Source: an optimization exercise on an open RTL-to-GDS flow (aim: small area, a short achievable clock period and few clock cycles). Production flows keep margins and buffers that such runs may drop. The RTL was checked by simulation tests, not by an equivalence proof against the original design. No activity file was given, so power comes from the tool's default toggle rates.

==> design.v <==
module cordic (
    input  wire        clk,
    input  wire        rst_n,
    input  wire        start,
    input  wire [15:0] x_in,
    input  wire [15:0] y_in,
    input  wire [15:0] z_in,
    output reg         done,
    output wire [15:0] x_out,
    output wire [15:0] y_out,
    output wire [15:0] z_out
);
    reg [15:0] x, y, z;
    reg        busy;
    reg [3:0]  ia, ib;
    wire [3:0] i_x = ia;
    wire [3:0] i_y = ~ib;
    wire [3:0] i_z = ia;
    function [15:0] add16;
        input [15:0] a, b;
        input ci;
        reg [15:0] p, g, pp, gg;
        begin
            p = a ^ b;
            g = a & b;
            gg = g; pp = p;
            gg[0] = g[0] | (p[0] & ci);
            gg[15] = gg[15] | (pp[15] & gg[14]); pp[15] = pp[15] & pp[14];
            gg[13] = gg[13] | (pp[13] & gg[12]); pp[13] = pp[13] & pp[12];
            gg[11] = gg[11] | (pp[11] & gg[10]); pp[11] = pp[11] & pp[10];
            gg[9] = gg[9] | (pp[9] & gg[8]); pp[9] = pp[9] & pp[8];
            gg[7] = gg[7] | (pp[7] & gg[6]); pp[7] = pp[7] & pp[6];
            gg[5] = gg[5] | (pp[5] & gg[4]); pp[5] = pp[5] & pp[4];
            gg[3] = gg[3] | (pp[3] & gg[2]); pp[3] = pp[3] & pp[2];
            gg[1] = gg[1] | (pp[1] & gg[0]); pp[1] = pp[1] & pp[0];
            gg[15] = gg[15] | (pp[15] & gg[13]); pp[15] = pp[15] & pp[13];
            gg[11] = gg[11] | (pp[11] & gg[9]); pp[11] = pp[11] & pp[9];
            gg[7] = gg[7] | (pp[7] & gg[5]); pp[7] = pp[7] & pp[5];
            gg[3] = gg[3] | (pp[3] & gg[1]); pp[3] = pp[3] & pp[1];
            gg[15] = gg[15] | (pp[15] & gg[11]); pp[15] = pp[15] & pp[11];
            gg[7] = gg[7] | (pp[7] & gg[3]); pp[7] = pp[7] & pp[3];
            gg[15] = gg[15] | (pp[15] & gg[7]); pp[15] = pp[15] & pp[7];
            gg[11] = gg[11] | (pp[11] & gg[7]); pp[11] = pp[11] & pp[7];
            gg[13] = gg[13] | (pp[13] & gg[11]); pp[13] = pp[13] & pp[11];
            gg[9] = gg[9] | (pp[9] & gg[7]); pp[9] = pp[9] & pp[7];
            gg[5] = gg[5] | (pp[5] & gg[3]); pp[5] = pp[5] & pp[3];
            gg[14] = gg[14] | (pp[14] & gg[13]); pp[14] = pp[14] & pp[13];
            gg[12] = gg[12] | (pp[12] & gg[11]); pp[12] = pp[12] & pp[11];
            gg[10] = gg[10] | (pp[10] & gg[9]); pp[10] = pp[10] & pp[9];
            gg[8] = gg[8] | (pp[8] & gg[7]); pp[8] = pp[8] & pp[7];
            gg[6] = gg[6] | (pp[6] & gg[5]); pp[6] = pp[6] & pp[5];
            gg[4] = gg[4] | (pp[4] & gg[3]); pp[4] = pp[4] & pp[3];
            gg[2] = gg[2] | (pp[2] & gg[1]); pp[2] = pp[2] & pp[1];
            add16 = p ^ {gg[14:0], ci};
        end
    endfunction
    function [15:0] zadd;
        input [3:0] i;
        input neg;
        begin
            case ({neg, i})
                {1'b0, 4'd0}: zadd = 16'he000;   
                {1'b1, 4'd0}: zadd = 16'h2000;   
                {1'b0, 4'd1}: zadd = 16'hed1c;   
                {1'b1, 4'd1}: zadd = 16'h12e4;   
                {1'b0, 4'd2}: zadd = 16'hf605;   
                {1'b1, 4'd2}: zadd = 16'h09fb;   
                {1'b0, 4'd3}: zadd = 16'hfaef;   
                {1'b1, 4'd3}: zadd = 16'h0511;   
                {1'b0, 4'd4}: zadd = 16'hfd75;   
                {1'b1, 4'd4}: zadd = 16'h028b;   
                {1'b0, 4'd5}: zadd = 16'hfeba;   
                {1'b1, 4'd5}: zadd = 16'h0146;   
                {1'b0, 4'd6}: zadd = 16'hff5d;   
                {1'b1, 4'd6}: zadd = 16'h00a3;   
                {1'b0, 4'd7}: zadd = 16'hffaf;   
                {1'b1, 4'd7}: zadd = 16'h0051;   
                {1'b0, 4'd8}: zadd = 16'hffd7;   
                {1'b1, 4'd8}: zadd = 16'h0029;   
                {1'b0, 4'd9}: zadd = 16'hffec;   
                {1'b1, 4'd9}: zadd = 16'h0014;   
                {1'b0, 4'd10}: zadd = 16'hfff6;   
                {1'b1, 4'd10}: zadd = 16'h000a;   
                {1'b0, 4'd11}: zadd = 16'hfffb;   
                {1'b1, 4'd11}: zadd = 16'h0005;   
                default: zadd = 16'h0000;
            endcase
        end
    endfunction
    function signed [15:0] shr;
        input signed [15:0] v;
        input [3:0] s;
        begin
            shr = v >>> s;
        end
    endfunction
    wire        neg = z[15];
    wire [15:0] xs  = shr(x, i_x);
    wire [15:0] ys  = shr(y, i_y);
    wire [15:0] xn  = add16(x, neg ? ys : ~ys, ~neg);
    wire [15:0] yn  = add16(y, neg ? ~xs : xs, neg);
    wire [15:0] zn  = add16(z, zadd(i_z, neg), 1'b0);
    always @(posedge clk) begin
        if (start) begin
            x <= x_in;
            y <= y_in;
            z <= z_in;
        end else begin
            x <= xn;
            y <= yn;
            z <= zn;
        end
    end
    always @(posedge clk) begin
        if (start) begin
            ia <= 4'd0;
            ib <= 4'd15;
        end else begin
            ia <= ia + 4'd1;
            ib <= ib - 4'd1;
        end
    end
    wire last = ia == 4'd11;
    always @(posedge clk or negedge rst_n) begin
        if (!rst_n) begin
            busy <= 1'b0;
            done <= 1'b0;
        end else begin
            done <= busy && last;
            if (start)     busy <= 1'b1;
            else if (last) busy <= 1'b0;
        end
    end
    assign x_out = x;
    assign y_out = y;
    assign z_out = z;
endmodule
==> flow/run.sh <==
#!/bin/bash
# Standard layout, with the port buffers made from the smallest buffer cell
# and timing repair aimed at a setup slack of 6 ns.
set -euo pipefail
export BUFFER_PORTS_ARGS="-buffer_cell sky130_fd_sc_hd__buf_1"
bash standard.sh SETUP_SLACK_MARGIN=6 finish > standard.log 2>&1
==> standard.sh <==
#!/bin/bash
# synth_recipe.tcl (not shown) runs the flow's synth.tcl, then flattens the netlist and writes it again
# the make line also repeats each setting of config.mk as NAME=value (left out here)
make -C /OpenROAD-flow-scripts/flow DESIGN_CONFIG=/design/flow/config.mk WORK_HOME=/design/flow/orfs CLKGATE_MAP_FILE= SYNTH_SCRIPT=/design/flow/synth_recipe.tcl "${@:-finish}"
==> config.mk <==
export PLATFORM = sky130hd
export DESIGN_NAME = cordic
export DESIGN_NICKNAME = cordic
export VERILOG_FILES = /design/flow/design.v
export SDC_FILE = /design/flow/constraint.sdc
export NUM_CORES = 4
export LEC_CHECK = 0
export CAP_MARGIN = 20
export CORE_MARGIN = 2
export CORE_UTILIZATION = 40
export SLEW_MARGIN = 20
==> constraint.sdc <==
create_clock -name core_clock -period 10.0 [get_ports {clk}]
set_input_delay 2.0000 -clock core_clock [delete_from_list [all_inputs] [get_ports {clk}]]
set_output_delay 2.0000 -clock core_clock [all_outputs]
set_load 0.01 [all_outputs]
==> results.cfg, run 1 <==
[finish]
drive_gt1_share_pct = 14.76
synthToLayoutAreaGrowth_pct = 18.92
final_common_cell = buf_1
final_cell_count_no_fill = 905
post-route-util_pct = 48.69
nets = 841
antenna_cells = 0
mostFrequentLayoutCells = 98 x buf_1, 69 x nand2_1, 61 x o21ai_0, 50 x dfxtp_1, 49 x xnor2_1
fillCellCount = 1381

[routing]
detail_route.iter0.violations = 253
drcViolationCount = 0
viasPerCell = 5.502
wl_per_cell_um = 16.73
finalWirelength_um = 15140
vias = 4979
drt_pass1_iterations = 5
antenna_left = 0

[clock_network]
clock-root-buffer = clkbuf_16
clock_sinks = 58
cts_buffers = 9
htreeDepth = 3
postCtsHoldBufs = 0
clkLatencyLatePin_ps = 340
clkTransAtPathRegs_ps = 50
cts_tree = yes
max-clock-path-buffers = 2

[worst_setup_path]
worstPathCellList = mux4_2 -> o21a_1 -> o21ai_0 -> xnor2_1 -> ha_1 -> nor2b_2 -> o2111ai_2 -> nand2_1 -> a31oi_2 -> o21ai_1 -> fa_1 -> mux2_2
cp_data_arrival_time_ps = 4130
critPathKind = reg -> reg
start_kind = flop
crit_required_ps = 10230
worst-path-max-fanout = 14
slowest_stage = mux4_2
end_kind = flop
cpPeakStageDelay_ps = 580
r2r-start = ia[0]
reg2reg_slack_ps = 6100
r2r-end = y[10]
worst-r2r-cell-count = 12

[sta]
slew-limit-headroom_pct = 44.28
hold_viol_final = 0
rsz0062_at_grt = yes
setup_viol = 0
finalMaxSlewViolations = 0
finalCritPeriodShare_pct = 39.01
finalCriticalPeriod_ps = 3901
worstMarginPinSlew_ps = 834.6
tns_ps = 0
worst_slack_ps = 6099
max_clock_freq_mhz = 256.3
whs_ps = 472.0
fin_skew_ps = 7.589

[worst_hold_path]
min_from = busy
holdPathStages = 1
hp-class = reg -> reg
holdPathEnd = busy

[logic_synthesis]
synth.net_count = 750
synth_seq_cells = 58
synth_warnings = 1
yosysUniqueCellTypes = 52
ys.flop_type = dfxtp_1
synth_edf_count = 0
synth_cells = 629
avgSynthCellArea_um2 = 9.001
synthArstFlopShare_pct = 3.448
ys_seq_area_share_pct = 20.69
synth_area_um2 = 5662

[pwr]
leakage_uw = 0.002755
internal_power_uw = 1451
p_sw_uw = 1300
power_frac_comb_pct = 70.5
seqPwrFrac_pct = 18.8
p_clk_share_pct = 10.7
power.density_nw_per_um2 = 408.6
p_sw_share_pct = 47.27
irDropWorstVdd_mv = 0.1534

[die]
boundaryPins = 100
dieArea_um2 = 15120
num_rows = 43
die_h_um = 123.0
start_util_pct = 40.95
core_um2 = 13830
die_x_um = 123.0

[global_routing]
grt_pass1_wl_um = 24030
antenna_found_initial = 0
grt_max_degree = 92
grt-ovfl-total = 0
grt_pass1_vias = 4844
grt_util_all_layers_pct = 20.56

[status]
status = no timing/DRC/antenna violations

[place]
placed_cells = 869
dp_hpwl_um = 11010
io_buffers = 99
place_worst_setup_slack_ps = 4950
gp_congestion = 0.9077

[job]
drv_cap = 0
## layer usage
layer	routed length, um	track usage (%)	share of wire, %
met4	290	7.031	1.9
met2	7658	36.05	51
met1	6515	25.52	43
met3	679	3.459	4.5
met5	0	0	0
## cells in the mapped netlist, drive strengths merged (3+ instances only)
| master | number | share of area, % |
|---|---|---|
| nand2 | 70 | 4.6 |
| o21ai | 69 | 6.1 |
| dfxtp | 56 | 20 |
| xnor2 | 50 | 7.7 |
| ha | 46 | 10 |
| mux2i | 39 | 6.9 |
| a21oi | 35 | 3.1 |
| inv | 29 | 1.9 |
| clkbuf | 26 | 1.7 |
| mux2 | 25 | 5.1 |
| fa | 24 | 8.5 |
| nor2 | 23 | 1.5 |
| buf | 18 | 1.8 |
| mux4 | 17 | 7.2 |
| a21o | 11 | 1.5 |
| xor2 | 9 | 1.4 |
| nand2b | 8 | 0.88 |
| nor2b | 8 | 0.88 |
| o22ai | 7 | 0.77 |
| a31oi | 5 | 0.55 |
| o211ai | 5 | 0.66 |
| o21a | 5 | 0.66 |
| o221ai | 5 | 0.88 |
| o31ai | 5 | 0.66 |
| nor3 | 4 | 0.35 |
| a211oi | 3 | 0.40 |
| nand3 | 3 | 0.27 |
## critical path: cells and delay by family, from the launching register on
kind	cells	cell delay, ps
and+or+nand+nor	2	320
AOI/OAI and AO/OA	5	1130
DFF	1	480
adders and majority gates	2	770
xor gates and xnor gates	1	240
muxes	2	850
## worst max-delay path by stage
stage                     slack [ps]    end  start  cells past startpoint
after CTS                       5960  z[14]  z[15]                     11
after global placement          5170  z[14]  ia[0]                     15
final                           6100  y[10]  ia[0]                     12
after detailed placement        4950  z[14]  ia[0]                     15
after global routing            5950  y[10]  ia[1]                     14
after floorplan                 6030  z[14]  ia[1]                     17
## kinds of logic (layout without fill, tap and decap cells)
group / Yosys count / in the layout / synth area share, %
compound gates: 163 / 163 / 17.22
xor+xnor: 59 / 59 / 9.127
fa+ha+maj: 70 / 70 / 18.65
buf+inv: 73 / 169 / 5.436
flops: 58 / 58 / 20.69
mux: 81 / 81 / 19.23
simple gates: 125 / 125 / 9.658
## per-stage QoR
| stage | total power, uW | area (um2) |
|---|---|---|
| final | 2751 | 6733 |
| after global routing | 3026 | 6733 |
| after CTS | 2676 | 6539 |
| after detailed placement | 2330 | 6098 |
| after global placement | 2269 | 6098 |
| after floorplan | 1845 | 5662 |
## final cells by class
type | count | area, um2 | area share [%]
timing repair buffer | 123 | 628.1 | 9.329
tap | 180 | 225.2 | 3.345
sequential | 58 | 1184 | 17.58
inverter | 29 | 120.1 | 1.784
clock inverter | 2 | 10.01 | 0.1487
clock buffer | 14 | 274.0 | 4.070
multi-input combinational | 498 | 4284 | 63.63
timing repair inverter | 1 | 7.507 | 0.1115
## what timing repair did
item,CTS,global route
pin swaps,0,1
buffers inserted,9,8
resized for setup,18,31
setup endpoints to repair,33,13
gates cloned,2,1
## power groups by stage
stage	registers, uW	logic [uW]	clock network [uW]
final	517	1940	294
after global routing	539	2180	312
after CTS	515	1860	303
after detailed placement	522	1810	0
after global placement	513	1760	0
after floorplan	499	1350	0
## state kept, by name (all words and copies together) (netlist names)
signal	count
busy	1
ia	4
done	1
y	16
x	16
ib	4
z	16
Testbench counts, summed over its fixed seeds: cycles 12,488.
==> run 2: changes to the inputs <==
--- a/design.v
+++ b/design.v
@@ -34,23 +34,29 @@
             gg[3] = gg[3] | (pp[3] & gg[2]); pp[3] = pp[3] & pp[2];
             gg[1] = gg[1] | (pp[1] & gg[0]); pp[1] = pp[1] & pp[0];
             gg[15] = gg[15] | (pp[15] & gg[13]); pp[15] = pp[15] & pp[13];
+            gg[14] = gg[14] | (pp[14] & gg[13]); pp[14] = pp[14] & pp[13];
             gg[11] = gg[11] | (pp[11] & gg[9]); pp[11] = pp[11] & pp[9];
+            gg[10] = gg[10] | (pp[10] & gg[9]); pp[10] = pp[10] & pp[9];
             gg[7] = gg[7] | (pp[7] & gg[5]); pp[7] = pp[7] & pp[5];
+            gg[6] = gg[6] | (pp[6] & gg[5]); pp[6] = pp[6] & pp[5];
             gg[3] = gg[3] | (pp[3] & gg[1]); pp[3] = pp[3] & pp[1];
+            gg[2] = gg[2] | (pp[2] & gg[1]); pp[2] = pp[2] & pp[1];
             gg[15] = gg[15] | (pp[15] & gg[11]); pp[15] = pp[15] & pp[11];
+            gg[14] = gg[14] | (pp[14] & gg[11]); pp[14] = pp[14] & pp[11];
+            gg[13] = gg[13] | (pp[13] & gg[11]); pp[13] = pp[13] & pp[11];
+            gg[12] = gg[12] | (pp[12] & gg[11]); pp[12] = pp[12] & pp[11];
             gg[7] = gg[7] | (pp[7] & gg[3]); pp[7] = pp[7] & pp[3];
+            gg[6] = gg[6] | (pp[6] & gg[3]); pp[6] = pp[6] & pp[3];
+            gg[5] = gg[5] | (pp[5] & gg[3]); pp[5] = pp[5] & pp[3];
+            gg[4] = gg[4] | (pp[4] & gg[3]); pp[4] = pp[4] & pp[3];
             gg[15] = gg[15] | (pp[15] & gg[7]); pp[15] = pp[15] & pp[7];
+            gg[14] = gg[14] | (pp[14] & gg[7]); pp[14] = pp[14] & pp[7];
+            gg[13] = gg[13] | (pp[13] & gg[7]); pp[13] = pp[13] & pp[7];
+            gg[12] = gg[12] | (pp[12] & gg[7]); pp[12] = pp[12] & pp[7];
             gg[11] = gg[11] | (pp[11] & gg[7]); pp[11] = pp[11] & pp[7];
-            gg[13] = gg[13] | (pp[13] & gg[11]); pp[13] = pp[13] & pp[11];
+            gg[10] = gg[10] | (pp[10] & gg[7]); pp[10] = pp[10] & pp[7];
             gg[9] = gg[9] | (pp[9] & gg[7]); pp[9] = pp[9] & pp[7];
-            gg[5] = gg[5] | (pp[5] & gg[3]); pp[5] = pp[5] & pp[3];
-            gg[14] = gg[14] | (pp[14] & gg[13]); pp[14] = pp[14] & pp[13];
-            gg[12] = gg[12] | (pp[12] & gg[11]); pp[12] = pp[12] & pp[11];
-            gg[10] = gg[10] | (pp[10] & gg[9]); pp[10] = pp[10] & pp[9];
             gg[8] = gg[8] | (pp[8] & gg[7]); pp[8] = pp[8] & pp[7];
-            gg[6] = gg[6] | (pp[6] & gg[5]); pp[6] = pp[6] & pp[5];
-            gg[4] = gg[4] | (pp[4] & gg[3]); pp[4] = pp[4] & pp[3];
-            gg[2] = gg[2] | (pp[2] & gg[1]); pp[2] = pp[2] & pp[1];
             add16 = p ^ {gg[14:0], ci};
         end
     endfunction
--- a/config.mk
+++ b/config.mk
@@ -7,5 +7,5 @@
 export LEC_CHECK = 0
 export CAP_MARGIN = 20
 export CORE_MARGIN = 2
-export CORE_UTILIZATION = 40
+export CORE_UTILIZATION = 60
 export SLEW_MARGIN = 20
==> run 2 against run 1 <==
Still clean on timing, DRC and antenna. Hold slack improved by 9.7 ps. Non-clock buffer count decreased by 19. Wire length up 0.30%. Critical path type unchanged. Critical endpoint is now y[9].
==> results.cfg, run 2 <==
[status]
status = no timing/DRC/antenna violations

[sta]
fin_skew_ps = 7.266
finalCritPeriodShare_pct = 38.16
max_clock_freq_mhz = 262.1
finalMaxSlewViolations = 0
slew-limit-headroom_pct = 39.19
rsz0062_at_grt = yes
tns_ps = 0
setup_viol = 0
worstMarginPinSlew_ps = 912.2
finalCriticalPeriod_ps = 3816
hold_viol_final = 0

[clock_network]
postCtsHoldBufs = 0
htreeDepth = 3
clkLatencyLatePin_ps = 380
cts_buffers = 9
clock-root-buffer = clkbuf_8
max-clock-path-buffers = 2
clkTransAtPathRegs_ps = 60
clock_sinks = 58
cts_tree = yes

[global_routing]
antenna_found_initial = 0
grt_use_met3_pct = 6.983
grt_pass1_vias = 5125
busiest_layer = met2
use_met1_pct = 33.50
grt_util_all_layers_pct = 28.97
grt-ovfl-total = 0
grt_max_degree = 109
grt_pass1_wl_um = 23780
met2_usage_pct = 52.00

[die]
start_util_pct = 61.11
num_rows = 36
boundaryPins = 100
die_h_um = 103.1
core_um2 = 9639
die_x_um = 103.1
dieArea_um2 = 10630

[routing]
drcViolationCount = 0
antenna_left = 0
vias = 5416
wl_per_cell_um = 16.56
viasPerCell = 5.906
drt_pass1_iterations = 5
finalWirelength_um = 15190
detail_route.iter0.violations = 266

[logic_synthesis]
yosysMostFrequentCell = nand2_1
synth_seq_cells = 58
avgSynthCellArea_um2 = 8.273
yosys.area.top_type = dfxtp_1
synth_warnings = 1
synth_cells = 712
synthArstFlopShare_pct = 3.448
ys.flop_type = dfxtp_1
synth_edf_count = 0
synth.net_count = 824
ys_seq_area_share_pct = 19.88
synth_commonest_cells = 72 x nand2_1, 60 x o21ai_0, 56 x dfxtp_1
yosysUniqueCellTypes = 63
synth_area_um2 = 5891
yosys-top-cells-area = dfxtp_1 19%, ha_1 10%, mux2i_1 7.8%
synth.top_cell.area_share_pct = 19.03

[place]
io_buffers = 99
placed_cells = 902
gp_congestion = 0.8705
dp_hpwl_um = 11020

[worst_hold_path]
hp-class = reg -> reg

[finish]
top_regs = x x16, y x16, z x16
fillCellCount = 860
synthToLayoutAreaGrowth_pct = 9.431
final_cell_count_no_fill = 917
post-route-util_pct = 66.87
mostFrequentLayoutCells = 98 x buf_1, 72 x nand2_1, 60 x o21ai_0, 51 x dfxtp_1
drive_gt1_share_pct = 8.546
nets = 893
final_common_cell = buf_1
antenna_cells = 0

[worst_setup_path]
critPathKind = reg -> reg
cp_data_arrival_time_ps = 4040
crit_required_ps = 10220
start_kind = flop
worst-path-max-fanout = 39
end_kind = flop

[pwr]
leakage_uw = 0.002713
irDropWorstVdd_mv = 0.1613
power_uw = 2523
power.density_nw_per_um2 = 391.4

[job]
drv_cap = 0
-- run 2: timing repair --
action,CTS,global route
gates resized for setup,4,12
setup endpoints to repair,9,6
buffers inserted,0,0
cloned,0,1
-- run 2: kinds of logic (layout without fill, tap and decap cells) --
group                      Yosys count  count (layout)  synth area share (%)
AOI/OAI and AO/OA                  200             200                 21.01
xor gates and xnor gates            59              59                 8.772
and+or+nand+nor                    172             172                 13.28
buffers and inverters               84             156                 6.160
DFF                                 58              58                 19.88
muxes                               78              78                 16.42
adders and majority gates           61              61                 14.49
-- run 2: routing by layer --
| metal | wire length, um | share of wire, % |
|---|---|---|
| met1 | 6424 | 42 |
| met2 | 7780 | 51 |
| met3 | 730 | 4.8 |
| met4 | 252 | 1.7 |
| met5 | 0 | 0 |
-- run 2: final cells by class --
cell class / count / area [um2] / area share (%)
Clock buffer: 14 / 152.6 / 2.368
Multi-Input combinational cell: 570 / 4357 / 67.59
Sequential cell: 58 / 1185 / 18.38
Timing Repair inverter: 1 / 5.005 / 0.07764
Timing Repair Buffer: 104 / 437.9 / 6.793
Inverter: 37 / 142.6 / 2.213
Tap cell: 133 / 166.4 / 2.582
-- run 2: path summary, 6_finish.rpt --
check	from	end	slack, ps	cells past startpoint
min	busy	busy	480	1
max reg2reg	ia[2]	y[9]	6180	16
min in group asynchronous	rst_n	busy	1400	1
min reg2reg	busy	busy	480	1
max	ia[2]	y[9]	6180	16
max in group asynchronous	rst_n	done	8480	1
-- run 2: report_power, final --
part | internal, uW | total, uW | switching, uW | leakage, uW
registers | 343 | 514 | 171 | 0.000494
clock network | 94.2 | 188 | 93.4 | 0.0000766
logic | 840 | 1820 | 982 | 0.00214
-- run 2: worst max-delay path, cell delays in order (launching register included) --
cell	delay, ps
dfxtp_1	360
buf_12	220
mux4_2	540
mux2_2	310
nand2_1	80
o21ai_2	80
nor2_1	100
a21oi_1	70
fa_1	410
nand2b_1	170
a21o_1	200
nor2b_1	170
o21bai_1	190
a21oi_1	120
fa_1	410
xor2_1	160
o21ai_0	80
-- run 2: per-stage QoR --
stage | setup slack, ps | hold slack (ps) | instance area [um2]
CTS | 6038 | 486.4 | 6406
global route | 5913 | 500.7 | 6446
finish | 6184 | 481.7 | 6446
floorplan | 6427 | 441.9 | 5891
detailed placement | 5678 | 472.5 | 6246
global placement | 5866 | 453.1 | 6246
Testbench counts of run 2, summed over its fixed seeds: cycles 12,488.
==> run 3: changes to the inputs <==
--- a/config.mk
+++ b/config.mk
@@ -5,7 +5,8 @@
 export SDC_FILE = /design/flow/constraint.sdc
 export NUM_CORES = 4
 export LEC_CHECK = 0
+export ABC_AREA = 1
 export CAP_MARGIN = 20
 export CORE_MARGIN = 2
-export CORE_UTILIZATION = 60
+export CORE_UTILIZATION = 40
 export SLEW_MARGIN = 20
==> run 3 against run 2 <==
Still clean. First-iteration DRC count is 110% higher. Setup slack better by 150 ps. Final cell count is 38% higher. Utilization is 21 points lower. Area after synthesis is 1.1% higher. Register-to-register slack better by 150 ps. Sequential share of layout area is 0.69 points lower. Clock power is 52% higher. Hold slack worse by 9.9 ps.
==> results.cfg, run 3 <==
[sta]
rsz0062_at_grt = no
finalMaxSlewViolations = 0
finalCritPeriodShare_pct = 36.69
worstMarginPinSlew_ps = 725.5
finalCriticalPeriod_ps = 3669
hold_viol_final = 0
fin_skew_ps = 6.183
tns_ps = 0
max_clock_freq_mhz = 272.5
setup_viol = 0
slew-limit-headroom_pct = 51.63

[clock_network]
cts_buffers = 9
max-clock-path-buffers = 2
clkLatencyLatePin_ps = 340
cts_tree = yes
cts_setup_buffers = 0
clkTransAtPathRegs_ps = 50
clock_sinks = 58
clock-root-buffer = clkbuf_16
htreeDepth = 3
postCtsHoldBufs = 0

[routing]
drcViolationCount = 0
finalWirelength_um = 16820
vias = 6384
antenna_left = 0
wl_per_cell_um = 13.28
viasPerCell = 5.043
detail_route.iter0.violations = 570
drt_pass1_iterations = 5

[logic_synthesis]
synth_cells = 1010
yosysMostFrequentCell = nand2_1
yosys.area.top_type = nand2_1
synth_edf_count = 0
synth_seq_cells = 58
synth_area_um2 = 5957
avgSynthCellArea_um2 = 5.898
ys_seq_area_share_pct = 19.66
synth.net_count = 1122
synth.top_cell.area_share_pct = 24.95
synth_commonest_cells = 396 x nand2_1, 153 x nand3_1, 97 x inv_1
synth_warnings = 1
synthArstFlopShare_pct = 3.448
yosys-top-cells-area = nand2_1 25%, dfxtp_1 19%, nand3_1 13%
yosysUniqueCellTypes = 34
ys.flop_type = dfxtp_1

[pwr]
leakage_uw = 0.003578
irDropWorstVdd_mv = 0.1441
power.density_nw_per_um2 = 383.9

[worst_setup_path]
r2r-start = ia[0]
start_kind = flop
critPathKind = reg -> reg
cp_data_arrival_time_ps = 3860
worst-path-max-fanout = 27
crit_required_ps = 10190
end_kind = flop
startpoint = ia[0]

[global_routing]
grt_max_degree = 73
grt-ovfl-total = 0
grt_util_all_layers_pct = 21.14
busiest_layer = met1
grt_pass1_wl_um = 27610
use_met1_pct = 32.07
grt_use_met3_pct = 3.314
grt_pass1_vias = 5638
met2_usage_pct = 30.68
antenna_found_initial = 0

[finish]
drive_gt1_share_pct = 2.403
antenna_cells = 0
synthToLayoutAreaGrowth_pct = 11.34
fin_area_um2 = 6633
top_regs = x x16, y x16, z x16
final_common_cell = nand2_1
post-route-util_pct = 45.64
nets = 1190
final_cell_count_no_fill = 1266
mostFrequentLayoutCells = 396 x nand2_1, 153 x nand3_1, 98 x buf_1, 97 x inv_1, 54 x dfxtp_1
fillCellCount = 1604

[place]
gp_congestion = 0.8894
dp_hpwl_um = 12700
placed_cell_area_um2 = 6359
placed_cells = 1251
io_buffers = 99

[status]
status = no timing/DRC/antenna violations

[die]
boundaryPins = 100
num_rows = 44
dieArea_um2 = 15880
die_x_um = 126.0
core_um2 = 14530
die_h_um = 126.0
start_util_pct = 40.99

[job]
drv_cap = 0

[worst_hold_path]
min_from = busy
hp-class = reg -> reg
[run 3: path summary, 6_finish.rpt]
kind	end	cells past startpoint	slack [ps]
max	z[9]	17	6330
min	busy	2	470
max reg2reg	z[9]	17	6330
min reg2reg	busy	2	470
max in group asynchronous	busy	1	8440
min in group asynchronous	done	1	1440
[run 3: stage by stage]
stage / hold WS (ps) / total power (uW) / setup slack [ps]
finish: 471.9 / 2546 / 6331
global placement: 455.2 / 2245 / 6106
floorplan: 441.9 / 1822 / 6904
global route: 512.3 / 2870 / 6031
detailed placement: 459.2 / 2258 / 5967
CTS: 472.2 / 2563 / 6014
[run 3: timing repair]
item / CTS / global route
resized for setup: 1 / 1
hold endpoints to repair: 0 / 0
endpoints found under the setup margin: 1 / 7
pin swaps: 0 / 0
[run 3: cells by family (layout without fill, tap and decap cells)]
family,Yosys count,in the layout,share of synthesized area (%)
AND/OR/NAND/NOR,606,606,41.74
adder cells (fa/ha/maj),61,61,14.32
AO/OA/AOI/OAI,112,112,10.33
XOR/XNOR,23,23,3.382
flip-flops,58,58,19.66
buffers and inverters,150,222,10.56
[run 3: layout make-up]
class	instances	area, um2	share of cell area, %
Clock buffer	12	256.5	3.867
Tap cell	184	230.2	3.471
Timing Repair Buffer	105	417.9	6.301
Multi-Input combinational cell	802	4156	62.67
Inverter	102	382.9	5.772
Clock inverter	3	15.01	0.2264
Sequential cell	58	1174	17.69
[run 3: power breakdown]
group / internal (uW) / switching [uW] / total [uW]
Sequential: 341 / 128 / 469
Combinational: 672 / 1120 / 1790
Clock: 178 / 108 / 286
Total: 1190 / 1360 / 2550
[run 3: per-layer routing]
layer,up-vias,share of wire (%)
li1,3381,-
met1,2793,51
met2,195,42
met3,15,5.4
met4,0,1.5
met5,-,0
[run 3: worst max-delay path, stage by stage (launching register included)]
cell,delay [ps]
dfxtp_2,630
inv_2,270
ha_1,390
nor2_1,120
inv_1,80
o21ai_0,190
ha_1,180
inv_1,50
fa_1,370
inv_1,90
nand3_1,80
nand2_1,110
nand2_1,60
nand2_1,200
inv_1,90
fa_1,410
xor2_1,130
o21ai_0,80
==> run 4: changes to the inputs <==
--- a/config.mk
+++ b/config.mk
@@ -5,7 +5,6 @@
 export SDC_FILE = /design/flow/constraint.sdc
 export NUM_CORES = 4
 export LEC_CHECK = 0
-export ABC_AREA = 1
 export CAP_MARGIN = 20
 export CORE_MARGIN = 2
 export CORE_UTILIZATION = 40
==> run 4 against run 3 <==
Still clean. Non-clock buffer count increased by 1. Die area decreased by 1.1%. Hold slack worse by 4.8 ps. Critical path depth decreased by 1. Utilization up 0.55 points. Wire length fell by 9.0%. Clock power up 6%. Setup slack got worse by 43 ps. Register-to-register slack got worse by 40 ps. Largest cell class unchanged.
==> results.cfg, run 4 <==
[finish]
antenna_cells = 0
final_common_cell = buf_1
nets = 895
mostFrequentLayoutCells = 98 x buf_1, 72 x nand2_1, 60 x o21ai_0, 50 x dfxtp_1
synthToLayoutAreaGrowth_pct = 13.51
top_regs = x x16, y x16, z x16
drive_gt1_share_pct = 9.784

[clock_network]
htreeDepth = 3
clkLatencyLatePin_ps = 350
clock_sinks = 58
cts_buffers = 9
clkTransAtPathRegs_ps = 50
max-clock-path-buffers = 2
cts_tree = yes
clock-root-buffer = clkbuf_16

[worst_setup_path]
crit_required_ps = 10270
r2r-end = y[9]
worst-path-max-fanout = 14
cpPeakStageDelay_ps = 490
end_kind = flop
worst-path-buf-inv = 1
slowest_stage = mux4_2
cp_top_family = adder cells
worst-r2r-cell-count = 16
r2r-start = ia[1]
reg2reg_slack_ps = 6290
cp_data_arrival_time_ps = 3990
worstPathCellList = buf_12 -> mux4_2 -> mux2_2 -> nand2_1 -> o21ai_2 -> nor2_1 -> a21oi_1 -> fa_1 -> nand2b_1 -> a21o_1 -> nor2b_1 -> o21bai_1 -> a21oi_1 -> fa_1 -> xor2_1 -> o21ai_0
critPathKind = reg -> reg
start_kind = flop

[logic_synthesis]
synthArstFlopShare_pct = 3.448
synth_xor_area_share_pct = 8.772
yosys-top-cells-area = dfxtp_1 19%, ha_1 10%, mux2i_1 7.8%
synth_area_um2 = 5891
ys.flop_type = dfxtp_1
yosys.area.top_type = dfxtp_1
synthMuxAreaShare_pct = 16.42
synth_commonest_cells = 72 x nand2_1, 60 x o21ai_0, 56 x dfxtp_1
synth_top_family_by_area = compound AO/OA/AOI/OAI gates
avgSynthCellArea_um2 = 8.273
yosysMostFrequentCell = nand2_1
synthAdderAreaFrac_pct = 14.49
synth.top_cell.area_share_pct = 19.03
synth_cells = 712
synth.net_count = 824
ys_seq_area_share_pct = 19.88
synth_edf_count = 0
synth_warnings = 1
synth-compound-area-share_pct = 21.01
synth_seq_cells = 58
synth-simple-area-share_pct = 13.28
yosysUniqueCellTypes = 63

[pwr]
irDropWorstVdd_mv = 0.1415
power.density_nw_per_um2 = 393.8
leakage_uw = 0.002801

[sta]
finalCritPeriodShare_pct = 37.13
finalMaxSlewViolations = 0
worstMarginPinSlew_ps = 750.4
hold_viol_final = 0
finalCriticalPeriod_ps = 3713
max_clock_freq_mhz = 269.3
rsz0062_at_grt = no
whs_ps = 467.0
tns_ps = 0
slew-limit-headroom_pct = 49.91
worst_slack_ps = 6287
setup_viol = 0
fin_skew_ps = 4.045

[worst_hold_path]
hp-class = reg -> reg
holdPathStages = 1
min_from = busy
holdPathEnd = busy

[global_routing]
grt_max_degree = 63
grt-ovfl-total = 0
grt_util_all_layers_pct = 19.84
antenna_found_initial = 0
grt_pass1_vias = 5076
grt_pass1_wl_um = 25020

[die]
die_h_um = 125.4
core_um2 = 14480
boundaryPins = 100
num_rows = 44
start_util_pct = 40.68
die_x_um = 125.4
dieArea_um2 = 15710

[routing]
vias = 5269
drcViolationCount = 0
drt_pass1_iterations = 4
finalWirelength_um = 15310
viasPerCell = 5.426
wl_per_cell_um = 15.76
antenna_left = 0
detail_route.iter0.violations = 338

[place]
io_buffers = 99
dp_hpwl_um = 11330
gp_congestion = 0.8774
place_worst_setup_slack_ps = 5757

[job]
drv_cap = 0

[status]
status = no timing/DRC/antenna violations
==> run 4: cell count changes in the layout (fill, tap and decap cells not counted), sizes merged, moves of 12 or more <==
cell / previous run / this run
nand2: 396 / 73
nand3: 153 / 8
inv: 100 / 35
mux2i: 0 / 46
xnor2: 3 / 48
mux2: 0 / 19
a21oi: 35 / 49
nand2b: 0 / 14
mux4: 0 / 13
a21o: 3 / 15
==> run 4: cell type report <==
class,count,area (um2)
fill,1518,7792
clock inverter,2,10.01
inverter,37,146.4
timing repair buffer,106,465.4
timing repair inverter,1,7.507
sequential,58,1186
multi-input combinational,570,4360
tap,184,230.2
clock buffer,13,280.3
==> run 4: routing by layer <==
metal	vias up	track usage (%)	part of all wire [%]
li1	2692	-	-
met2	120	33.57	48
met1	2442	25.86	46
met5	-	0	0
met3	15	3.894	4.0
met4	0	5.490	1.5
==> run 4: metrics by stage <==
stage / instance area (um2) / util (%) / std cells / total power (uW)
2_1_floorplan: 5891 / - / 712 / 1883
3_3_place_gp: 6311 / 43.59 / 953 / 2320
3_5_place_dp: 6311 / 43.59 / 953 / 2323
4_1_cts: 6613 / 45.67 / 969 / 2652
5_1_grt: 6686 / 46.18 / 971 / 2913
6_report: 6686 / 46.18 / 971 / 2633
==> run 4: timing repair <==
action,CTS,global route
gates resized for setup,3,14
hold buffers,0,0
gates cloned,1,1
endpoints found under the setup margin,6,14
setup buffers,0,1
==> run 4: worst max-delay path by stage <==
stage	slack (ps)	depth (start not counted)	from	endpoint
2_1_floorplan	6430	18	ia[1]	z[9]
3_3_place_gp	5840	15	ib[0]	x[9]
3_5_place_dp	5760	15	ib[0]	x[9]
4_1_cts	6010	14	z[15]	z[9]
5_1_grt	6010	16	ia[2]	y[9]
6_report	6290	16	ia[1]	y[9]
==> run 4: logic make-up after synthesis <==
family | after synthesis
muxes | 78
and+or+nand+nor | 172
DFF | 58
buffers and inverters | 84
AOI/OAI and AO/OA | 200
xor gates and xnor gates | 59
adders and majority gates | 61
==> run 4: power breakdown <==
part	total, uW	switching (uW)	internal, uW
registers	534	191	344
logic	1790	953	842
clock network	304	112	192
==> run 5: changes to the inputs <==
==> flow/run.sh (replaced) <==
#!/bin/bash
# Standard layout, with the port buffers made from the smallest buffer cell
# and timing repair aimed at a setup slack of 6.5 ns.
set -euo pipefail
export BUFFER_PORTS_ARGS="-buffer_cell sky130_fd_sc_hd__buf_1"
bash standard.sh SETUP_SLACK_MARGIN=6.5 finish > standard.log 2>&1
==> run 5 against run 4 <==
Clock power grew 17%. Highest routed layer unchanged. Critical path depth grew 3. Sequential power shrank 0.7%. Area after synthesis is the same. Critical endpoint is now y[7]. Die area is the same. First-iteration DRC count shrank 39%. Synthesized cell count is the same. Maximum frequency grew 5.2%. Setup slack gained 180 ps. Design area grew 9.3%. Wire length grew 8.1%. Still clean on timing, DRC and antenna. Critical path type unchanged.
==> results.cfg, run 5 <==
[worst_setup_path]
r2r-start = ia[1]
crit_required_ps = 10190
start_kind = flop
startpoint = ia[1]
cp_data_arrival_time_ps = 3720
end_kind = flop
worst-path-max-fanout = 14
critPathKind = reg -> reg

[pwr]
p_sw_share_pct = 46.05
power_frac_comb_pct = 70.3
leakage_uw = 0.003090
irDropWorstVdd_mv = 0.1503
seqPwrFrac_pct = 17.8
power_uw = 2974
internal_power_uw = 1604
p_clk_share_pct = 11.9
p_sw_uw = 1369
power.density_nw_per_um2 = 406.9

[sta]
worstMarginPinSlew_ps = 950.7
rsz0062_at_grt = yes
finalCriticalPeriod_ps = 3529
tns_ps = 0
slew-limit-headroom_pct = 36.62
max_clock_freq_mhz = 283.3
finalMaxSlewViolations = 0
fin_skew_ps = 4.777
setup_viol = 0
hold_viol_final = 0
finalCritPeriodShare_pct = 35.29

[routing]
detail_route.iter0.violations = 205
wl_per_cell_um = 16.38
finalWirelength_um = 16540
drt_pass1_iterations = 5
drcViolationCount = 0
vias = 5497
viasPerCell = 5.443
antenna_left = 0

[die]
core_um2 = 14480
start_util_pct = 40.68
num_rows = 44
boundaryPins = 100
die_x_um = 125.4
die_h_um = 125.4
dieArea_um2 = 15710

[finish]
fillCellCount = 1410
mostFrequentLayoutCells = 98 x buf_1, 70 x nand2_1, 55 x o21ai_0, 48 x xnor2_1
nets = 933
drive_gt1_share_pct = 18.04
top_regs = x x16, y x16, z x16
synthToLayoutAreaGrowth_pct = 24.07
antenna_cells = 0
final_common_cell = buf_1
post-route-util_pct = 50.48
fin_area_um2 = 7308

[logic_synthesis]
synth-simple-area-share_pct = 13.28
synth_xor_area_share_pct = 8.772
synth.top_cell.area_share_pct = 19.03
synth-compound-area-share_pct = 21.01
avgSynthCellArea_um2 = 8.273
synth_commonest_cells = 72 x nand2_1, 60 x o21ai_0, 56 x dfxtp_1
ys_seq_area_share_pct = 19.88
synth_top_family_by_area = compound AO/OA/AOI/OAI gates
yosysUniqueCellTypes = 63
synth_cells = 712
synthAdderAreaFrac_pct = 14.49
synth_edf_count = 0
synth_area_um2 = 5891
synthArstFlopShare_pct = 3.448
yosysMostFrequentCell = nand2_1
yosys-top-cells-area = dfxtp_1 19%, ha_1 10%, mux2i_1 7.8%
synth_seq_cells = 58
yosys.area.top_type = dfxtp_1
synthMuxAreaShare_pct = 16.42
synth.net_count = 824
ys.flop_type = dfxtp_1
synth_warnings = 1

[clock_network]
clkTransAtPathRegs_ps = 50
cts_buffers = 9
cts_tree = yes
clock-root-buffer = clkbuf_16
clkLatencyLatePin_ps = 350
max-clock-path-buffers = 2
postCtsHoldBufs = 0
htreeDepth = 3
clock_sinks = 58

[place]
io_buffers = 99
gp_congestion = 0.8605
placed_cell_area_um2 = 6327
dp_hpwl_um = 11290

[global_routing]
grt_max_degree = 109
grt_util_all_layers_pct = 20.89
grt_pass1_wl_um = 26350
antenna_found_initial = 0
grt_pass1_vias = 5280
grt-ovfl-total = 0

[status]
status = no timing/DRC/antenna violations

[worst_hold_path]
hp-class = reg -> reg
min_from = busy

[job]
drv_cap = 0
[run 5: cell count changes in the layout (fill, tap and decap cells not counted), moves of 4 or more]
cell      change
o21ai_0       -5
dfxtp_1       -4
mux2i_2       +4
fa_2          +4
mux2i_1       -4
clkbuf_8      -4
fa_1          -4
buf_4        +31
[run 5: power groups by stage]
stage          Sequential, uW  Combinational [uW]  Clock (uW)
3_3_place_gp              535                1790           0
4_1_cts                   531                1960         364
2_1_floorplan             483                1400           0
5_1_grt                   549                2330         373
3_5_place_dp              534                1800           0
6_report                  530                2090         355
[run 5: worst max-delay path: stages, from the launching register on]
cell and delay (ps):
dfxtp_2 330, buf_4 130, bufbuf_16 280, mux2i_2 170, mux2_2 300, nor2_1 90
a21oi_1 60, a21oi_1 240, xnor2_1 190, ha_1 310, nand2b_4 90, a21o_1 150
nor2b_4 200, o21bai_4 80, buf_4 130, buf_4 120, buf_4 120, buf_4 120
xnor2_1 170, o21ai_0 100
[run 5: path summary, 6_finish.rpt]
path | depth (start not counted) | slack [ps] | end
min reg2reg | 1 | 470 | busy
min | 1 | 470 | busy
min in group asynchronous | 1 | 1430 | done
max reg2reg | 19 | 6470 | y[7]
max in group asynchronous | 1 | 8440 | busy
max | 19 | 6470 | y[7]
[run 5: cell families after synthesis]
family / count (synthesis)
XOR/XNOR: 59
flip-flops: 58
adder cells (fa/ha/maj): 61
multiplexers: 78
buffers and inverters: 84
AO/OA/AOI/OAI: 200
AND/OR/NAND/NOR: 172
[run 5: layout make-up]
type,count,area (um2),area share [%]
flip-flops and latches,58,1199,16.40
inverters,37,153.9,2.106
clock buffers,10,229.0,3.133
repair buffers,144,877.1,12.00
repair inverters,1,7.507,0.1027
multi-input cells,570,4507,61.67
well taps,184,230.2,3.150
clock inverters,6,105.1,1.438
[run 5: per-layer routing]
metal  up-vias  GRT usage, %  share of wire [%]
met5         -             0                  0
met4         0         6.209                2.0
met3        26         5.520                4.8
met2       150         34.94                 48
met1      2552         26.50                 45
li1       2769             -                  -
[run 5: per-stage QoR]
step	hold slack (ps)	std cells	setup slack, ps
after floorplan	441.9	712	6527
after CTS	474.7	999	6494
after global routing	500.9	1010	6326
after global placement	450.5	953	5824
final	470.6	1010	6471
after detailed placement	463.0	953	5723
[run 5: timing repair]
action,in CTS,in global routing
pin swaps,8,12
endpoints found under the setup margin,35,21
resized for setup,38,38
cloned,4,0
buffers inserted,26,11
==> run 6: changes to the inputs <==
==> flow/run.sh (replaced) <==
#!/bin/bash
# Standard layout, with the port buffers made from the smallest buffer cell
# and timing repair aimed at a setup slack of 6 ns.
set -euo pipefail
export BUFFER_PORTS_ARGS="-buffer_cell sky130_fd_sc_hd__buf_1"
bash standard.sh SETUP_SLACK_MARGIN=6 finish > standard.log 2>&1
--- a/config.mk
+++ b/config.mk
@@ -8,4 +8,7 @@
 export CAP_MARGIN = 20
 export CORE_MARGIN = 2
 export CORE_UTILIZATION = 40
+export CTS_BUF_LIST = sky130_fd_sc_hd__clkbuf_4
+export CTS_CLUSTER_DIAMETER = 100
+export CTS_CLUSTER_SIZE = 30
 export SLEW_MARGIN = 20
==> run 6 against run 5 <==
Still clean on timing, DRC and antenna. Final cell count is 3.8% lower. Via count is 3.8% lower. Utilization is 5.6 points lower. Synthesized cell count stayed put. Power is 17% lower. Register-to-register slack worse by 200 ps. Clock skew is 7.5 ps higher. First-iteration DRC count is 59% higher. Wire length is 7.6% lower. Die area stayed put. Critical endpoint is now y[9].
==> results.cfg, run 6 <==
[status]
status = no timing/DRC/antenna violations

[die]
start_util_pct = 40.68
die_x_um = 125.4
num_rows = 44
boundaryPins = 100
dieArea_um2 = 15710
die_h_um = 125.4
core_um2 = 14480

[worst_setup_path]
worstPathCellList = buf_12 -> mux4_2 -> mux2_2 -> nand2_1 -> o21ai_2 -> nor2_1 -> a21oi_1 -> fa_1 -> nand2b_1 -> a21o_1 -> nor2b_1 -> o21bai_1 -> a21oi_1 -> fa_1 -> xor2_1 -> o21ai_0
end_kind = flop
start_kind = flop
cp_data_arrival_time_ps = 4110
critPathKind = reg -> reg
slowest_stage = mux4_2
cpPeakStageDelay_ps = 490
worst-path-max-fanout = 14
crit_required_ps = 10370

[logic_synthesis]
synth_top_family_by_area = compound AO/OA/AOI/OAI gates
synth_cells = 712
synth-compound-area-share_pct = 21.01
synth_warnings = 1
synthAdderAreaFrac_pct = 14.49
ys_seq_area_share_pct = 19.88
yosysMostFrequentCell = nand2_1
synth.net_count = 824
synth_seq_cells = 58
yosys.area.top_type = dfxtp_1
synthMuxAreaShare_pct = 16.42
ys.flop_type = dfxtp_1
synth-simple-area-share_pct = 13.28
yosys-top-cells-area = dfxtp_1 19%, ha_1 10%, mux2i_1 7.8%
synth_xor_area_share_pct = 8.772
avgSynthCellArea_um2 = 8.273
synth.top_cell.area_share_pct = 19.03
synth_area_um2 = 5891
synth_commonest_cells = 72 x nand2_1, 60 x o21ai_0, 56 x dfxtp_1
yosysUniqueCellTypes = 63
synthArstFlopShare_pct = 3.448
synth_edf_count = 0

[sta]
worst_slack_ps = 6269
fin_skew_ps = 12.29
hold_viol_final = 0
tns_ps = 0
slew-limit-headroom_pct = 49.46
worstMarginPinSlew_ps = 757.1
finalCritPeriodShare_pct = 37.31
setup_viol = 0
finalCriticalPeriod_ps = 3731
rsz0062_at_grt = no
finalMaxSlewViolations = 0
whs_ps = 481.2
max_clock_freq_mhz = 268.0

[routing]
vias = 5289
finalWirelength_um = 15280
drcViolationCount = 0
antenna_left = 0
drt_pass1_iterations = 5
detail_route.iter0.violations = 325
wl_per_cell_um = 15.72
viasPerCell = 5.441

[finish]
drive_gt1_share_pct = 9.391
ff_latch_area_um2 = 1186
fin_area_um2 = 6494
fillCellCount = 1545
antenna_cells = 0
post-route-util_pct = 44.85
nets = 896
final_common_cell = buf_1
top_regs = x x16, y x16, z x16
multiInputGateArea_um2 = 4360
synthToLayoutAreaGrowth_pct = 10.24
mostFrequentLayoutCells = 98 x buf_1, 72 x nand2_1, 60 x o21ai_0, 50 x dfxtp_1

[clock_network]
postCtsHoldBufs = 0
clock_sinks = 58
cts_buffers = 9
htreeDepth = 3
clkTransAtPathRegs_ps = 110
max-clock-path-buffers = 2
clkLatencyLatePin_ps = 450
cts_tree = yes
clock-root-buffer = clkbuf_4

[global_routing]
grt-ovfl-total = 0
grt_pass1_vias = 5065
grt_pass1_wl_um = 24730
grt_max_degree = 63
grt_util_all_layers_pct = 19.56
antenna_found_initial = 0

[pwr]
power.density_nw_per_um2 = 379.2
irDropWorstVdd_mv = 0.1387
leakage_uw = 0.002714

[place]
io_buffers = 99
gp_congestion = 0.8774
place_worst_setup_slack_ps = 5757
dp_hpwl_um = 11330
placed_cell_area_um2 = 6311

[job]
drv_cap = 0

[worst_hold_path]
hp-class = reg -> reg
## run 6: layer usage
metal | share of wire, % | up-vias | track usage (%)
met5 | 0 | - | 0
met4 | 1.5 | 0 | 5.686
met3 | 4.5 | 18 | 3.851
met2 | 49 | 127 | 33.06
met1 | 45 | 2453 | 25.39
li1 | - | 2691 | -
## run 6: critical path: cells and delay by family, from the launching register on
| family | cells | cell delay, ps |
|---|---|---|
| AOI/OAI and AO/OA | 6 | 790 |
| buffers and inverters | 1 | 170 |
| and+or+nand+nor | 4 | 530 |
| adders and majority gates | 2 | 820 |
| DFF | 1 | 390 |
| xor gates and xnor gates | 1 | 170 |
| muxes | 2 | 790 |
## run 6: cell type report
cell class / instances / area share [%]
timing repair buffer: 107 / 7.283
sequential: 58 / 18.27
clock inverter: 6 / 0.3854
tap: 184 / 3.545
clock buffer: 9 / 1.040
inverter: 37 / 2.254
multi-input combinational: 570 / 67.15
timing repair inverter: 1 / 0.07707
## run 6: timing repair
| action | CTS | global route |
|---|---|---|
| pin swaps | 0 | 0 |
| gates resized for setup | 4 | 12 |
| buffers inserted | 0 | 2 |
| setup endpoints to repair | 6 | 8 |
| cloned | 1 | 1 |
## run 6: report_power, final
part	switching (uW)	internal, uW
registers	189	342
logic	951	842
clock network	93.1	45.4
## run 6: path summary, 6_finish.rpt
check | from | to | slack (ps) | cells after the start
hold reg to reg | busy | busy | 480 | 1
hold / removal | busy | busy | 480 | 1
max in group asynchronous | rst_n | busy | 8570 | 1
setup reg to reg | ia[1] | y[9] | 6270 | 16
min in group asynchronous | rst_n | done | 1310 | 1
setup / recovery | ia[1] | y[9] | 6270 | 16
## run 6: logic make-up (layout without fill, tap and decap cells)
family	Yosys count	in the layout
compound gates	200	200
simple gates	172	172
buf+inv	84	160
mux	78	78
fa+ha+maj	61	61
xor+xnor	59	59
flops	58	58
## run 6: per-stage QoR
stage                     instances  total power, uW
after floorplan                 712             1883
after global placement          953             2320
after detailed placement        953             2323
after CTS                       969             2482
after global routing            972             2743
final                           972             2462
==> run 7: changes to the inputs <==
--- a/config.mk
+++ b/config.mk
@@ -5,6 +5,7 @@
 export SDC_FILE = /design/flow/constraint.sdc
 export NUM_CORES = 4
 export LEC_CHECK = 0
+export ABC_AREA = 1
 export CAP_MARGIN = 20
 export CORE_MARGIN = 2
 export CORE_UTILIZATION = 40
==> run 7 against run 6 <==
Largest power group unchanged. Area after synthesis is 1.1% higher. Die area grew 1.1%. Non-clock buffer count is 2 lower. Design area shrank 0.50%. Critical path depth grew 1. Setup slack improved by 55 ps. Count of clock-buffer cells in the layout rose by 1. Clock skew grew 4.7 ps. Sequential share of layout area decreased by 0.10 points. Still clean.
==> results.cfg, run 7 <==
[status]
status = no timing/DRC/antenna violations

[global_routing]
met2_usage_pct = 30.68
grt_max_degree = 73
busiest_layer = met1
grt_pass1_wl_um = 27520
antenna_found_initial = 1
grt_pass1_vias = 5612
grt_util_all_layers_pct = 21.13
grt_use_met3_pct = 3.144
use_met1_pct = 31.73
grt-ovfl-total = 0

[die]
start_util_pct = 40.99
die_h_um = 126.0
core_um2 = 14530
num_rows = 44
boundaryPins = 100
die_x_um = 126.0
dieArea_um2 = 15880

[worst_setup_path]
slowest_stage = dfxtp_2
start_kind = flop
worstPathCellList = inv_2 -> ha_1 -> nor2_1 -> inv_1 -> o21ai_0 -> ha_1 -> inv_1 -> fa_1 -> inv_1 -> nand3_1 -> nand2_1 -> nand2_1 -> nand2_1 -> inv_1 -> fa_1 -> xor2_1 -> o21ai_0
worst-path-max-fanout = 27
crit_top_cell = inv_1
crit_required_ps = 10320
cp_top_family = adder cells
cpPeakStageDelay_ps = 650
worst-path-buf-inv = 5
end_kind = flop
cp_data_arrival_time_ps = 4000
critPathKind = reg -> reg

[finish]
final_common_cell = nand2_1
drive_gt1_share_pct = 2.311
top_regs = x x16, y x16, z x16
final_cell_count_no_fill = 1267
mostFrequentLayoutCells = 396 x nand2_1, 153 x nand3_1, 98 x buf_1, 97 x inv_1, 54 x dfxtp_1
nets = 1190
synthToLayoutAreaGrowth_pct = 8.465

[clock_network]
clock-root-buffer = clkbuf_4
cts_buffers = 9
clkLatencyLatePin_ps = 460
postCtsHoldBufs = 0
clock_sinks = 58
clkTransAtPathRegs_ps = 100
htreeDepth = 3
cts_tree = yes
cts_setup_buffers = 0
max-clock-path-buffers = 2

[logic_synthesis]
synth_edf_count = 0
ys.flop_type = dfxtp_1
yosys.area.top_type = nand2_1
synth_warnings = 1
synth_area_um2 = 5957
avgSynthCellArea_um2 = 5.898
synth_commonest_cells = 396 x nand2_1, 153 x nand3_1, 97 x inv_1
synthArstFlopShare_pct = 3.448
synth_cells = 1010
synth_seq_cells = 58
synth.top_cell.area_share_pct = 24.95
yosysMostFrequentCell = nand2_1
yosys-top-cells-area = nand2_1 25%, dfxtp_1 19%, nand3_1 13%
yosysUniqueCellTypes = 34
synth.net_count = 1122
ys_seq_area_share_pct = 19.66

[routing]
vias = 6411
drcViolationCount = 0
wl_per_cell_um = 13.26
finalWirelength_um = 16800
detail_route.iter0.violations = 586
antenna_left = 0
viasPerCell = 5.060
drt_pass1_iterations = 5

[sta]
slew-limit-headroom_pct = 50.75
finalCritPeriodShare_pct = 36.76
hold_viol_final = 0
fin_skew_ps = 16.98
finalCriticalPeriod_ps = 3676
finalMaxSlewViolations = 0
max_clock_freq_mhz = 272.0
rsz0062_at_grt = no
setup_viol = 0
tns_ps = 0
worstMarginPinSlew_ps = 738.8

[place]
gp_congestion = 0.8894
placed_cells = 1251
dp_hpwl_um = 12700
io_buffers = 99

[worst_hold_path]
hp-class = reg -> reg

[pwr]
irDropWorstVdd_mv = 0.1427
power.density_nw_per_um2 = 371.0
leakage_uw = 0.003500

[job]
drv_cap = 0
==> run 7: through the flow <==
| stage | hold WS [ps] | cell area [um2] | setup slack, ps | utilization, % | power [uW] |
|---|---|---|---|---|---|
| final | 479.4 | 6461 | 6324 | 44.46 | 2397 |
| after global routing | 526.2 | 6461 | 6031 | 44.46 | 2721 |
| after CTS | 484.2 | 6457 | 6015 | 44.43 | 2415 |
| after detailed placement | 459.2 | 6359 | 5967 | 43.75 | 2258 |
| after global placement | 455.2 | 6359 | 6106 | 43.75 | 2245 |
| after floorplan | 441.9 | 5957 | 6904 | - | 1822 |
==> run 7: tightest hold or removal path, cell delays in order, from the launching register on <==
cell,delay (ps)
dfrtp_1,360
nand2_1,50
nand2_1,40
==> run 7: cell type report <==
class | count | area, um2
fill | 1636 | 8073
timing repair buffer | 105 | 417.9
clock buffer | 10 | 75.07
clock inverter | 5 | 22.52
multi-input combinational | 802 | 4156
sequential | 58 | 1174
antenna | 1 | 2.502
tap | 184 | 230.2
inverter | 102 | 382.9
==> run 7: power by group <==
part / internal (uW) / switching, uW
Combinational: 671 / 1120
Sequential: 340 / 127
Clock: 49.4 / 92.8
Total: 1060 / 1340
==> run 7: worst paths after layout <==
check	slack [ps]	start	endpoint	depth (start not counted)
max in group asynchronous	8570	rst_n	busy	1
min in group asynchronous	1310	rst_n	done	1
max	6320	ia[0]	z[9]	17
max reg2reg	6320	ia[0]	z[9]	17
min	480	busy	busy	2
min reg2reg	480	busy	busy	2
==> run 7: per-layer routing <==
layer,wire length (um),vias to the layer above
li1,-,3379
met5,0,-
met2,6997,194
met3,960,19
met1,8543,2819
met4,300,0
==> run 7: logic make-up after synthesis <==
kind of cell / synth area share [%]
and+or+nand+nor: 41.74
buffers and inverters: 10.56
AOI/OAI and AO/OA: 10.33
adders and majority gates: 14.32
DFF: 19.66
xor gates and xnor gates: 3.382
==> run 7: what timing repair did <==
item,4_1_cts,5_1_grt
setup endpoints to repair,1,8
resized for setup,1,1
endpoints found under the hold margin,0,0
==> run 8: changes to the inputs <==
--- a/config.mk
+++ b/config.mk
@@ -12,4 +12,5 @@
 export CTS_BUF_LIST = sky130_fd_sc_hd__clkbuf_4
 export CTS_CLUSTER_DIAMETER = 100
 export CTS_CLUSTER_SIZE = 30
+export PLACE_DENSITY = 0.8
 export SLEW_MARGIN = 20
==> run 8 against run 7 <==
Still clean on timing, DRC and antenna. Non-clock buffer count unchanged. Combinational power about the same. Utilization up 0.13 points. Synthesized cell count unchanged. Critical path depth unchanged. Sequential cell count unchanged. Die area unchanged. Count of clock-buffer cells in the layout up 2. Clock power up 5%. First-iteration DRC count down 6.0%. Critical path type unchanged. Largest cell class unchanged. Largest power group unchanged. Highest routed layer unchanged.
==> results.cfg, run 8 <==
[pwr]
leakage_uw = 0.003504
p_clk_share_pct = 6.2
irDropWorstVdd_mv = 0.1088
p_sw_share_pct = 55.43
p_sw_uw = 1329
internal_power_uw = 1069
seqPwrFrac_pct = 19.5
power_frac_comb_pct = 74.3
power.density_nw_per_um2 = 370.1

[sta]
worst_slack_ps = 6394
hold_viol_final = 0
tns_ps = 0
max_clock_freq_mhz = 277.3
finalCriticalPeriod_ps = 3606
fin_skew_ps = 13.00
finalCritPeriodShare_pct = 36.06
rsz0062_at_grt = no
setup_viol = 0
slew-limit-headroom_pct = 32.87
worstMarginPinSlew_ps = 1006
finalMaxSlewViolations = 0

[finish]
fillCellCount = 1602
final_common_cell = nand2_1
multiInputGateArea_um2 = 4156
post-route-util_pct = 44.59
synthToLayoutAreaGrowth_pct = 8.780
mostFrequentLayoutCells = 396 x nand2_1, 153 x nand3_1, 98 x buf_1, 96 x inv_1, 51 x dfxtp_1
nets = 1190
ff_latch_area_um2 = 1177
top_regs = x x16, y x16, z x16
drive_gt1_share_pct = 2.862

[clock_network]
htreeDepth = 3
clkLatencyLatePin_ps = 460
clkTransAtPathRegs_ps = 110
clock-root-buffer = clkbuf_4
clock_sinks = 58
cts_buffers = 9
max-clock-path-buffers = 2
postCtsHoldBufs = 0
cts_tree = yes

[logic_synthesis]
synth_cells = 1010
synth.net_count = 1122
synth_seq_cells = 58
yosys-top-cells-area = nand2_1 25%, dfxtp_1 19%, nand3_1 13%
yosys.area.top_type = nand2_1
synth_commonest_cells = 396 x nand2_1, 153 x nand3_1, 97 x inv_1
synth_area_um2 = 5957
synth.top_cell.area_share_pct = 24.95
yosysUniqueCellTypes = 34
yosysMostFrequentCell = nand2_1
ys_seq_area_share_pct = 19.66
synth_warnings = 1
avgSynthCellArea_um2 = 5.898
synth_edf_count = 0
synthArstFlopShare_pct = 3.448
ys.flop_type = dfxtp_1

[place]
place_worst_setup_slack_ps = 5992
io_buffers = 99
gp_congestion = 0.9448
dp_hpwl_um = 12260

[worst_setup_path]
crit_required_ps = 10400
critPathKind = reg -> reg
end_kind = flop
startpoint = ia[0]
start_kind = flop
cp_data_arrival_time_ps = 4000
r2r-start = ia[0]
worst-path-max-fanout = 27

[routing]
viasPerCell = 5.108
wl_per_cell_um = 12.59
finalWirelength_um = 15960
drcViolationCount = 0
antenna_left = 0
vias = 6477
drt_pass1_iterations = 8
detail_route.iter0.violations = 551

[die]
die_x_um = 126.0
core_um2 = 14530
num_rows = 44
dieArea_um2 = 15880
start_util_pct = 40.99
boundaryPins = 100
die_h_um = 126.0

[status]
status = no timing/DRC/antenna violations

[worst_hold_path]
hp-class = reg -> reg
min_from = busy

[global_routing]
grt_pass1_wl_um = 27210
grt-ovfl-total = 0
grt_max_degree = 73
grt_util_all_layers_pct = 20.71
antenna_found_initial = 1
grt_pass1_vias = 5765

[job]
drv_cap = 0
[run 8: cell families after synthesis]
| logic type | count (synthesis) | share of synthesized area, % |
|---|---|---|
| and+or+nand+nor | 606 | 41.74 |
| DFF | 58 | 19.66 |
| AOI/OAI and AO/OA | 112 | 10.33 |
| adders and majority gates | 61 | 14.32 |
| buffers and inverters | 150 | 10.56 |
| xor gates and xnor gates | 23 | 3.382 |
[run 8: worst paths after layout]
| kind | end | cells after the start | slack (ps) |
|---|---|---|---|
| min | busy | 2 | 480 |
| max | z[9] | 17 | 6390 |
| max in group asynchronous | busy | 1 | 8570 |
| max reg2reg | z[9] | 17 | 6390 |
| min in group asynchronous | done | 1 | 1300 |
| min reg2reg | busy | 2 | 480 |
[run 8: repair_timing]
item | in CTS | in global routing
endpoints found under the setup margin | 1 | 14
gates resized for setup | 1 | 5
setup buffers | 0 | 3
endpoints found under the hold margin | 0 | 0
[run 8: critical path, stage by stage, from the launching register on]
cell	delay (ps)
dfxtp_2	660
inv_2	280
ha_1	390
nor2_1	110
inv_1	70
o21ai_0	160
ha_1	170
inv_1	50
fa_1	380
inv_1	90
nand3_1	70
nand2_1	100
nand2_1	60
nand2_1	190
inv_1	90
fa_1	400
xor2_1	140
o21ai_0	120
[run 8: per-stage QoR]
stage	total power, uW	hold slack (ps)	instance area (um2)	instances
floorplan	1822	441.9	5957	1010
global placement	2203	465.5	6336	1248
detailed placement	2238	462.4	6336	1248
CTS	2404	487.3	6446	1264
global route	2731	545.1	6480	1268
finish	2398	481.4	6480	1268
[run 8: layout make-up]
cell class | count | share of cell area (%)
clock inverters | 4 | 0.2896
repair buffers | 105 | 6.449
multi-input cells | 802 | 64.14
well taps | 184 | 3.553
inverters | 102 | 5.966
diodes | 1 | 0.03862
clock buffers | 12 | 1.390
flip-flops and latches | 58 | 18.17
[run 8: layer usage]
metal / share of wire, % / up-vias / GRT usage (%) / wire length [um]
li1: - / 3380 / - / -
met1: 49 / 2871 / 29.50 / 7768
met2: 43 / 204 / 31.02 / 6815
met3: 6.6 / 22 / 3.951 / 1047
met4: 2.0 / 0 / 7.822 / 327
met5: 0 / - / 0 / 0
[run 8: power groups by stage]
stage	clock, uW	combinational (uW)	sequential, uW
5_1_grt	167	2080	484
2_1_floorplan	0	1350	471
3_5_place_dp	0	1770	471
3_3_place_gp	0	1730	471
6_report	149	1780	468
4_1_cts	157	1780	467

what the ideal ports hide:
How much do the figures lean on ideal ports? The routed layouts below were timed once more, with nothing changed but the port constraints.
Step 1, drivers: a clkbuf_16 drives clk and a buf_2 each remaining input, both assumed.
Step 2 times the ports against the registers' clock, not the clock port: input delays grow and output delays shrink by t, the midpoint of the rising clock arrivals with the driver on.
Slacks: no drivers / after step 1 / after step 2; pairs: no drivers / after step 1.
run	shift t [ns]	setup slack, ns	worst setup path at the end	clock arrival spread, ns
run 1	0.378	6.099 / 6.099 / 6.099	register to register	0.008 / 0.008
run 2	0.409	6.184 / 6.184 / 6.184	register to register	0.007 / 0.007
run 3	0.375	6.331 / 6.331 / 6.331	register to register	0.006 / 0.006
run 4	0.385	6.287 / 6.287 / 6.287	register to register	0.004 / 0.004
run 5	0.387	6.471 / 6.471 / 6.387	input to register	0.005 / 0.005
run 6	0.478	6.269 / 6.269 / 6.269	register to register	0.012 / 0.012
run 7	0.485	6.324 / 6.324 / 6.324	register to register	0.017 / 0.017
run 8	0.489	6.394 / 6.394 / 5.993	input to register	0.014 / 0.014
After both steps every run listed still meets setup and hold. For run 8, which loses most, drivers alone change the setup slack by 0.000 ns; drivers and shift together by -0.401 ns.
